Context: an optimization exercise on an open-source flow, tuned for a short achievable clock period and few clock cycles. The choices shown serve that exercise and are no tape-out recipe. RTL that was checked went through simulation tests only; none was proved equivalent to the original. No activity file was given, so power comes from the tool's default toggle rates.

==> module ALU, before the edit <==
module ALU(
    input  wire [15:0] in_a,
    input  wire [15:0] in_b,
    input  wire [7:0]  sel,
    output wire [15:0] ALU_out
);
wire [15:0] sum, dif;
wire        sum_co, dif_co;
ks_add add_u(.a(in_a), .b(in_b),  .cin(1'b0), .s(sum), .cout(sum_co));
ks_add sub_u(.a(in_a), .b(~in_b), .cin(1'b1), .s(dif), .cout(dif_co));
wire        eq  = in_a == in_b;
wire        lt  = ~dif_co;                  
wire [15:0] cmp = {14'd0, lt, ~lt & ~eq};
wire        big = |in_b[15:4];              
wire [15:0] shl = big ? 16'd0 : in_a << in_b[3:0];
wire [15:0] shr = big ? 16'd0 : in_a >> in_b[3:0];
assign ALU_out = ({16{sel[0]}} & sum)
               | ({16{sel[1]}} & dif)
               | ({16{sel[2]}} & (in_a & in_b))
               | ({16{sel[3]}} & (in_a | in_b))
               | ({16{sel[4]}} & (in_a ^ in_b))
               | ({16{sel[5]}} & shl)
               | ({16{sel[6]}} & shr)
               | ({16{sel[7]}} & cmp);
endmodule
==> module ks_add, before the edit <==
module ks_add(
    input  wire [15:0] a,
    input  wire [15:0] b,
    input  wire        cin,
    output wire [15:0] s,
    output wire        cout
);
wire [15:0] p = a ^ b;
wire [15:0] g0 = (a & b) | {15'd0, p[0] & cin};
wire [15:0] p0 = p;
wire [15:0] g1, p1, g2, p2, g3, p3, g4, p4;
genvar i;
generate
    for (i = 0; i < 16; i = i + 1) begin : lv
        if (i >= 1) begin
            assign g1[i] = g0[i] | (p0[i] & g0[i-1]);
            assign p1[i] = p0[i] & p0[i-1];
        end else begin
            assign g1[i] = g0[i];
            assign p1[i] = p0[i];
        end
        if (i >= 2) begin
            assign g2[i] = g1[i] | (p1[i] & g1[i-2]);
            assign p2[i] = p1[i] & p1[i-2];
        end else begin
            assign g2[i] = g1[i];
            assign p2[i] = p1[i];
        end
        if (i >= 4) begin
            assign g3[i] = g2[i] | (p2[i] & g2[i-4]);
            assign p3[i] = p2[i] & p2[i-4];
        end else begin
            assign g3[i] = g2[i];
            assign p3[i] = p2[i];
        end
        if (i >= 8) begin
            assign g4[i] = g3[i] | (p3[i] & g3[i-8]);
            assign p4[i] = p3[i] & p3[i-8];
        end else begin
            assign g4[i] = g3[i];
            assign p4[i] = p3[i];
        end
    end
endgenerate
assign s    = p ^ {g4[14:0], cin};
assign cout = g4[15];
endmodule
Settings: LEC_CHECK=0, ABC_CLOCK_PERIOD_IN_PS=2000, CAP_MARGIN=20, CORE_MARGIN=2, CORE_UTILIZATION=40, SETUP_SLACK_MARGIN=3.5, SLEW_MARGIN=20; clock period 6.0 ns.
run.sh (not shown) runs the stock make flow with config.mk's settings and CLKGATE_MAP_FILE= SYNTH_SCRIPT=/design/flow/synth_recipe.tcl, a recipe that flattens the netlist after the stock synthesis.
Testbench counts at the start, summed over its fixed seeds: cycles 78,578.
Next try:
--- a/flow/design.v
+++ b/flow/design.v
@@ -2,75 +2,26 @@
     input  wire [15:0] in_a,
     input  wire [15:0] in_b,
     input  wire [7:0]  sel,
     output wire [15:0] ALU_out
 );
-wire [15:0] sum, dif;
-wire        sum_co, dif_co;
-ks_add add_u(.a(in_a), .b(in_b),  .cin(1'b0), .s(sum), .cout(sum_co));
-ks_add sub_u(.a(in_a), .b(~in_b), .cin(1'b1), .s(dif), .cout(dif_co));
+wire [15:0] sum = in_a + in_b;
+wire [16:0] dif = {1'b0, in_a} - {1'b0, in_b};
 wire        eq  = in_a == in_b;
-wire        lt  = ~dif_co;                  
+wire        lt  = dif[16];                  
 wire [15:0] cmp = {14'd0, lt, ~lt & ~eq};
 wire        big = |in_b[15:4];              
 wire [15:0] shl = big ? 16'd0 : in_a << in_b[3:0];
 wire [15:0] shr = big ? 16'd0 : in_a >> in_b[3:0];
 assign ALU_out = ({16{sel[0]}} & sum)
-               | ({16{sel[1]}} & dif)
+               | ({16{sel[1]}} & dif[15:0])
                | ({16{sel[2]}} & (in_a & in_b))
                | ({16{sel[3]}} & (in_a | in_b))
                | ({16{sel[4]}} & (in_a ^ in_b))
                | ({16{sel[5]}} & shl)
                | ({16{sel[6]}} & shr)
                | ({16{sel[7]}} & cmp);
-endmodule
-module ks_add(
-    input  wire [15:0] a,
-    input  wire [15:0] b,
-    input  wire        cin,
-    output wire [15:0] s,
-    output wire        cout
-);
-wire [15:0] p = a ^ b;
-wire [15:0] g0 = (a & b) | {15'd0, p[0] & cin};
-wire [15:0] p0 = p;
-wire [15:0] g1, p1, g2, p2, g3, p3, g4, p4;
-genvar i;
-generate
-    for (i = 0; i < 16; i = i + 1) begin : lv
-        if (i >= 1) begin
-            assign g1[i] = g0[i] | (p0[i] & g0[i-1]);
-            assign p1[i] = p0[i] & p0[i-1];
-        end else begin
-            assign g1[i] = g0[i];
-            assign p1[i] = p0[i];
-        end
-        if (i >= 2) begin
-            assign g2[i] = g1[i] | (p1[i] & g1[i-2]);
-            assign p2[i] = p1[i] & p1[i-2];
-        end else begin
-            assign g2[i] = g1[i];
-            assign p2[i] = p1[i];
-        end
-        if (i >= 4) begin
-            assign g3[i] = g2[i] | (p2[i] & g2[i-4]);
-            assign p3[i] = p2[i] & p2[i-4];
-        end else begin
-            assign g3[i] = g2[i];
-            assign p3[i] = p2[i];
-        end
-        if (i >= 8) begin
-            assign g4[i] = g3[i] | (p3[i] & g3[i-8]);
-            assign p4[i] = p3[i] & p3[i-8];
-        end else begin
-            assign g4[i] = g3[i];
-            assign p4[i] = p3[i];
-        end
-    end
-endgenerate
-assign s    = p ^ {g4[14:0], cin};
-assign cout = g4[15];
 endmodule
 module bitty_cpu(
     input clk,
     input rst,
     output [7:0] imem_addr,
Sequential share of layout area went down by 0.11 points; via count is about the same; non-clock buffer count went down by 21; clock skew hardly moves; register-to-register slack gets worse by 0.08 ns; flip-flop and latch count stays the same; routed wire length went up by 3.4%; cell area went up by 0.33%; die area went up by 1.1%.
For the second run of this note, only the layout was checked, not whether the RTL still works.

The RTL this note starts from:
==> flow/design.v <==
module ALU(
    input  wire [15:0] in_a,
    input  wire [15:0] in_b,
    input  wire [7:0]  sel,
    output wire [15:0] ALU_out
);
wire [15:0] sum, dif;
wire        sum_co, dif_co;
ks_add #(0) add_u(.a(in_a), .b(in_b),  .s(sum), .cout(sum_co));
ks_add #(1) sub_u(.a(in_a), .b(~in_b), .s(dif), .cout(dif_co));
wire        eq  = in_a == in_b;
wire        lt  = ~dif_co;                  
wire [15:0] cmp = {14'd0, lt, ~lt & ~eq};
wire        big = |in_b[15:4];              
wire [15:0] shl = big ? 16'd0 : in_a << in_b[3:0];
wire [15:0] shr = big ? 16'd0 : in_a >> in_b[3:0];
assign ALU_out = ({16{sel[0]}} & sum)
               | ({16{sel[1]}} & dif)
               | ({16{sel[2]}} & (in_a & in_b))
               | ({16{sel[3]}} & (in_a | in_b))
               | ({16{sel[4]}} & (in_a ^ in_b))
               | ({16{sel[5]}} & shl)
               | ({16{sel[6]}} & shr)
               | ({16{sel[7]}} & cmp);
endmodule
module ks_add #(parameter CIN = 0) (
    input  wire [15:0] a,
    input  wire [15:0] b,
    output wire [15:0] s,
    output wire        cout
);
wire [15:0] p = a ^ b;
wire [15:0] t = a | b;
wire [15:0] g = a & b;
wire [15:0] g1, t1, g2, t2, g3, t3, g4, t4;
genvar i;
generate
    for (i = 0; i < 16; i = i + 1) begin : lv
        if (i == 0) begin
            if (CIN) begin
                assign g1[i] = t[0];
            end else begin
                assign g1[i] = g[0];
            end
            assign t1[i] = t[0];
        end else if (i == 1 && CIN) begin
            assign g1[i] = t[1] & (g[1] | a[0] | b[0]);
            assign t1[i] = t[1] & t[0];
        end else begin
            assign g1[i] = t[i] & (g[i] | a[i-1]) & (g[i] | b[i-1]);
            assign t1[i] = t[i] & t[i-1];
        end
        if (i >= 2) begin
            assign g2[i] = g1[i] | (t1[i] & g1[i-2]);
            assign t2[i] = t1[i] & t1[i-2];
        end else begin
            assign g2[i] = g1[i];
            assign t2[i] = t1[i];
        end
        if (i >= 4) begin
            assign g3[i] = g2[i] | (t2[i] & g2[i-4]);
            assign t3[i] = t2[i] & t2[i-4];
        end else begin
            assign g3[i] = g2[i];
            assign t3[i] = t2[i];
        end
        if (i >= 8) begin
            assign g4[i] = g3[i] | (t3[i] & g3[i-8]);
            assign t4[i] = t3[i] & t3[i-8];
        end else begin
            assign g4[i] = g3[i];
            assign t4[i] = t3[i];
        end
    end
endgenerate
assign s    = p ^ {g4[14:0], CIN[0]};
assign cout = g4[15];
endmodule
module bitty_cpu(
    input clk,
    input rst,
    output [7:0] imem_addr,
    input [15:0] imem_rdata,
    output [15:0] dmem_addr,
    output [15:0] dmem_wdata,
    output dmem_we,
    input [15:0] dmem_rdata,
    output reg halted
    );
reg [15:0] r [0:7];
reg [15:0] c;
reg [7:0]  fa;           
reg        arr_ok;       
reg [7:0]  d_pc;         
reg        d_pred;       
reg        replay;       
reg [15:0] ibuf;
reg [7:0]  ibuf_pc;
reg        ibuf_pred;
reg        e_valid, e_alu, e_ld, e_st, e_br, e_pred;
reg        e_bpred;          
reg        e_dres, e_dact;   
reg [7:0]  e_sel;
reg        e_subcmp;         
reg [2:0]  e_rx;
reg [1:0]  e_cond;
reg [7:0]  e_tgt, e_pc, e_pc1;
reg [15:0] e_a, e_b;
reg        w_alu, w_ld;      
reg [2:0]  w_rx;
reg [15:0] w_val;
localparam NB = 4;
reg        b_v   [0:NB-1];
reg [7:0]  b_pc  [0:NB-1];
reg [7:0]  b_tgt [0:NB-1];
reg [1:0]  b_rr;
assign imem_addr  = fa;
assign dmem_addr  = e_b;
assign dmem_wdata = e_a;
assign dmem_we    = e_st;        
wire [15:0] alu_out;
ALU alu(.in_a(e_a), .in_b(e_b), .sel(e_sel), .ALU_out(alu_out));
wire [15:0] cc = w_ld ? dmem_rdata : w_alu ? w_val : c;
wire c_hi0 = cc[15:2] == 14'd0;
wire e_act = e_br & c_hi0 &
             ((e_cond == 2'b00 & ~cc[1] & ~cc[0]) |
              (e_cond == 2'b01 & ~cc[1] &  cc[0]) |
              (e_cond == 2'b10 &  cc[1] & ~cc[0]));
wire e_miss = e_valid & ~e_dres & (e_act != e_pred);
wire [7:0] e_fix = e_act ? e_tgt : e_pc1;
wire e_out = e_dres ? e_dact : e_act;    
wire e_wr = e_alu;               
reg       p_hit;
reg [7:0] p_tgt;
integer j;
always @(*) begin
    p_hit = 1'b0;
    p_tgt = 8'd0;
    for (j = 0; j < NB; j = j + 1)
        if (b_v[j] & b_pc[j] == fa) begin
            p_hit = 1'b1;
            p_tgt = p_tgt | b_tgt[j];
        end
end
wire [15:0] ins      = replay ? ibuf : imem_rdata;
wire [7:0]  ins_pc   = replay ? ibuf_pc : d_pc;
wire        ins_pred = replay ? ibuf_pred : d_pred;
wire        dv       = (replay | arr_ok) & ~e_miss & ~halted;
wire [1:0] fmt    = ins[1:0];
wire [2:0] rx     = ins[15:13];
wire [2:0] ry     = ins[12:10];
wire [2:0] op     = ins[4:2];
wire       d_alu  = ~fmt[1];
wire       d_ld   = fmt == 2'b11 & ~ins[2];
wire       d_st   = fmt == 2'b11 &  ins[2];
wire       d_br   = fmt == 2'b10 & ins[3:2] != 2'b11;
wire       d_halt = fmt == 2'b10 & ins[3:2] == 2'b11;
wire [1:0] ifmt = imem_rdata[1:0];
wire i_use_rx = ~ifmt[1] | ifmt == 2'b11 & imem_rdata[2];
wire i_use_ry = ifmt == 2'b00 | ifmt == 2'b11;
wire stall  = ~replay & arr_ok & ~e_miss & ~halted & e_ld &
              ((i_use_rx & imem_rdata[15:13] == e_rx) |
               (i_use_ry & imem_rdata[12:10] == e_rx));
wire        w_wr   = w_alu | w_ld;
wire [15:0] w_data = w_ld ? dmem_rdata : w_val;
wire [15:0] rf_a = replay ? r[ibuf[15:13]] : r[imem_rdata[15:13]];
wire [15:0] rf_b = replay ? r[ibuf[12:10]] : r[imem_rdata[12:10]];
wire [15:0] ra = (e_wr & e_rx == rx) ? alu_out :
                 (w_wr & w_rx == rx) ? w_data : rf_a;
wire [15:0] rb = (e_wr & e_rx == ry) ? alu_out :
                 (w_wr & w_rx == ry) ? w_data : rf_b;
wire go = dv & ~stall;           
wire [15:0] cd   = w_ld ? dmem_rdata : w_alu ? w_val : c;
wire        cd_hi0 = cd[15:2] == 14'd0;
wire        e_eq   = e_a == e_b;
wire        d_res  = d_br & ~e_ld & (~e_alu | e_subcmp & ins[3:2] == 2'b00);
wire        d_act  = e_alu ? e_eq :
                     cd_hi0 &
                     ((ins[3:2] == 2'b00 & ~cd[1] & ~cd[0]) |
                      (ins[3:2] == 2'b01 & ~cd[1] &  cd[0]) |
                      (ins[3:2] == 2'b10 &  cd[1] & ~cd[0]));
wire        d_back = d_br & ~d_res & ~ins_pred & ins[11:4] <= ins_pc;
wire        d_redir = go & ((d_res & (d_act != ins_pred)) | d_back);
wire [7:0]  d_fix   = (d_res ? d_act : 1'b1) ? ins[11:4] : ins_pc + 8'd1;
integer i;
always @(posedge clk) begin
    if (rst) begin
        for (i = 0; i < 8; i = i + 1) r[i] <= 16'd0;
        for (i = 0; i < NB; i = i + 1) b_v[i] <= 1'b0;
        c        <= 16'd0;
        b_rr     <= 2'd0;
        arr_ok   <= 1'b0;
        fa       <= 8'd0;
        d_pc     <= 8'd0;
        d_pred   <= 1'b0;
        replay   <= 1'b0;
        e_valid  <= 1'b0;
        e_alu    <= 1'b0;
        e_ld     <= 1'b0;
        e_st     <= 1'b0;
        e_br     <= 1'b0;
        w_alu    <= 1'b0;
        w_ld     <= 1'b0;
        halted   <= 1'b0;
    end else begin
        for (i = 0; i < 8; i = i + 1)
            if (w_wr & w_rx == i)
                r[i] <= w_data;
        if (w_wr)
            c <= w_data;
        w_alu <= e_alu;
        w_ld  <= e_ld;
        if (e_valid & e_br & e_out & ~e_bpred) begin
            b_v[b_rr]   <= 1'b1;
            b_pc[b_rr]  <= e_pc;
            b_tgt[b_rr] <= e_tgt;
            b_rr        <= b_rr + 2'd1;
        end
        if (e_valid & e_bpred & ~e_out)
            for (i = 0; i < NB; i = i + 1)
                if (b_pc[i] == e_pc)
                    b_v[i] <= 1'b0;
        d_pc   <= fa;
        d_pred <= p_hit;
        if (e_miss) begin
            fa     <= e_fix;
            arr_ok <= 1'b0;
            replay <= 1'b0;
        end else if (d_redir) begin
            fa     <= d_fix;
            arr_ok <= 1'b0;
            replay <= 1'b0;
        end else if (stall) begin
            fa     <= fa;
            arr_ok <= 1'b0;
            replay <= 1'b1;
        end else begin
            fa     <= p_hit ? p_tgt : fa + 8'd1;
            arr_ok <= 1'b1;
            replay <= 1'b0;
        end
        if (dv & d_halt)
            halted <= 1'b1;
        e_valid <= go & ~d_halt;
        e_alu   <= go & d_alu;
        e_ld    <= go & d_ld;
        e_st    <= go & d_st;
        e_br    <= go & d_br;
    end
end
always @(posedge clk) begin
    ibuf      <= ins;
    ibuf_pc   <= ins_pc;
    ibuf_pred <= ins_pred;
    w_rx   <= e_rx;
    w_val  <= alu_out;
    e_sel  <= 8'd1 << op;
    e_subcmp <= op == 3'd1 | op == 3'd7;
    e_rx   <= rx;
    e_cond <= ins[3:2];
    e_tgt  <= ins[11:4];
    e_pc   <= ins_pc;
    e_pc1  <= ins_pc + 8'd1;
    e_pred  <= ins_pred | d_back;
    e_bpred <= ins_pred;
    e_dres  <= d_res;
    e_dact  <= d_act;
    e_a    <= ra;
    e_b    <= (fmt == 2'b01) ? {8'd0, ins[12:5]} : rb;
end
endmodule
==> flow/config.mk <==
export PLATFORM = sky130hd
export DESIGN_NAME = bitty_cpu
export DESIGN_NICKNAME = bitty_cpu
export VERILOG_FILES = /design/flow/design.v
export SDC_FILE = /design/flow/constraint.sdc
export NUM_CORES = 4
export LEC_CHECK = 0
export ABC_AREA = 1
export ABC_CLOCK_PERIOD_IN_PS = 2000
export CAP_MARGIN = 20
export CORE_MARGIN = 2
export CORE_UTILIZATION = 40
export SETUP_SLACK_MARGIN = 3.5
export SLEW_MARGIN = 20
==> flow/constraint.sdc <==
create_clock -name core_clock -period 6.0 [get_ports {clk}]
set_input_delay 1.2000 -clock core_clock [delete_from_list [all_inputs] [get_ports {clk}]]
set_output_delay 1.2000 -clock core_clock [all_outputs]
set_load 0.01 [all_outputs]
standard.sh (not shown) runs the stock make flow with config.mk's settings and CLKGATE_MAP_FILE= SYNTH_SCRIPT=/design/flow/synth_recipe.tcl, a recipe that flattens the netlist after the stock synthesis.
==> flow/flow/run.sh <==
#!/bin/bash
# Standard ORFS layout, with the port buffers made from buf_4 cells
# instead of the delay-buffer cell buffer_ports picks on its own.
set -e
cd "$(dirname "$0")/.."
ls -la > files.log
cat standard.sh > standard_sh_copy.log
export BUFFER_PORTS_ARGS="-buffer_cell sky130_fd_sc_hd__buf_4"
bash standard.sh > standard.log 2>&1
Testbench counts at the start, summed over its fixed seeds: cycles 75,367.
Edit:
--- a/flow/design.v
+++ b/flow/design.v
@@ -179,9 +179,8 @@
                      ((ins[3:2] == 2'b00 & ~cd[1] & ~cd[0]) |
                       (ins[3:2] == 2'b01 & ~cd[1] &  cd[0]) |
                       (ins[3:2] == 2'b10 &  cd[1] & ~cd[0]));
-wire        d_back = d_br & ~d_res & ~ins_pred & ins[11:4] <= ins_pc;
-wire        d_redir = go & ((d_res & (d_act != ins_pred)) | d_back);
-wire [7:0]  d_fix   = (d_res ? d_act : 1'b1) ? ins[11:4] : ins_pc + 8'd1;
+wire        d_redir = dv & d_res & (d_act != ins_pred);
+wire [7:0]  d_fix   = d_act ? ins[11:4] : ins_pc + 8'd1;
 integer i;
 always @(posedge clk) begin
     if (rst) begin
@@ -261,7 +260,7 @@
     e_tgt  <= ins[11:4];
     e_pc   <= ins_pc;
     e_pc1  <= ins_pc + 8'd1;
-    e_pred  <= ins_pred | d_back;
+    e_pred  <= ins_pred;
     e_bpred <= ins_pred;
     e_dres  <= d_res;
     e_dact  <= d_act;
Outcome: Via count goes down by a few percent; final area came out lower by a few percent; count of clock-buffer cells in the layout shrinks by 5; global-route usage drops by 1.6 points; setup slack is better by 0.12 ns; sequential power is about the same; core utilization shrinks by 0.99 points; maximum frequency went up by a few percent; power came out lower by a few percent; combinational power decreases by about a fifth; synthesized cell count falls slightly; die area falls slightly; clock skew came out higher by 0.011 ns.
Testbench counts after the change, summed over its fixed seeds: cycles 76,387.

## port drivers added, routing unchanged
The flow's constraints put no driver on any port. The routed layouts listed below were extracted and timed again, unchanged, in two steps. Step 1: set_driving_cell puts a clkbuf_16 on clk and a buf_2 on each other input, an assumption about the parent block. Step 2 moves the port delays by t, midway between the first and last clock arrival at a register: inputs arrive t later, outputs are due t later. That takes back most of the time a late clock gives input paths. a / b / c = ideal / step 1 / step 2; a / b = the first two.
| run | t, ns | setup WS [ns] | worst setup path after step 2 |
|---|---|---|---|
| the first run of note 1 | 0.619 | 2.956 / 2.956 / 2.557 | input to register |
| the second run of note 1 | 0.609 | 2.876 / 2.876 / 2.533 | input to register |
| the first run of note 2 | 0.621 | 3.272 / 3.278 / 2.657 | input to register |
| the second run of note 2 | 0.613 | 3.394 / 3.380 / 2.768 | input to register |
After both steps every run listed still meets setup and hold. The setup slack of the second run of note 2, which loses most, moves by -0.014 ns with the drivers and by -0.626 ns with both steps.
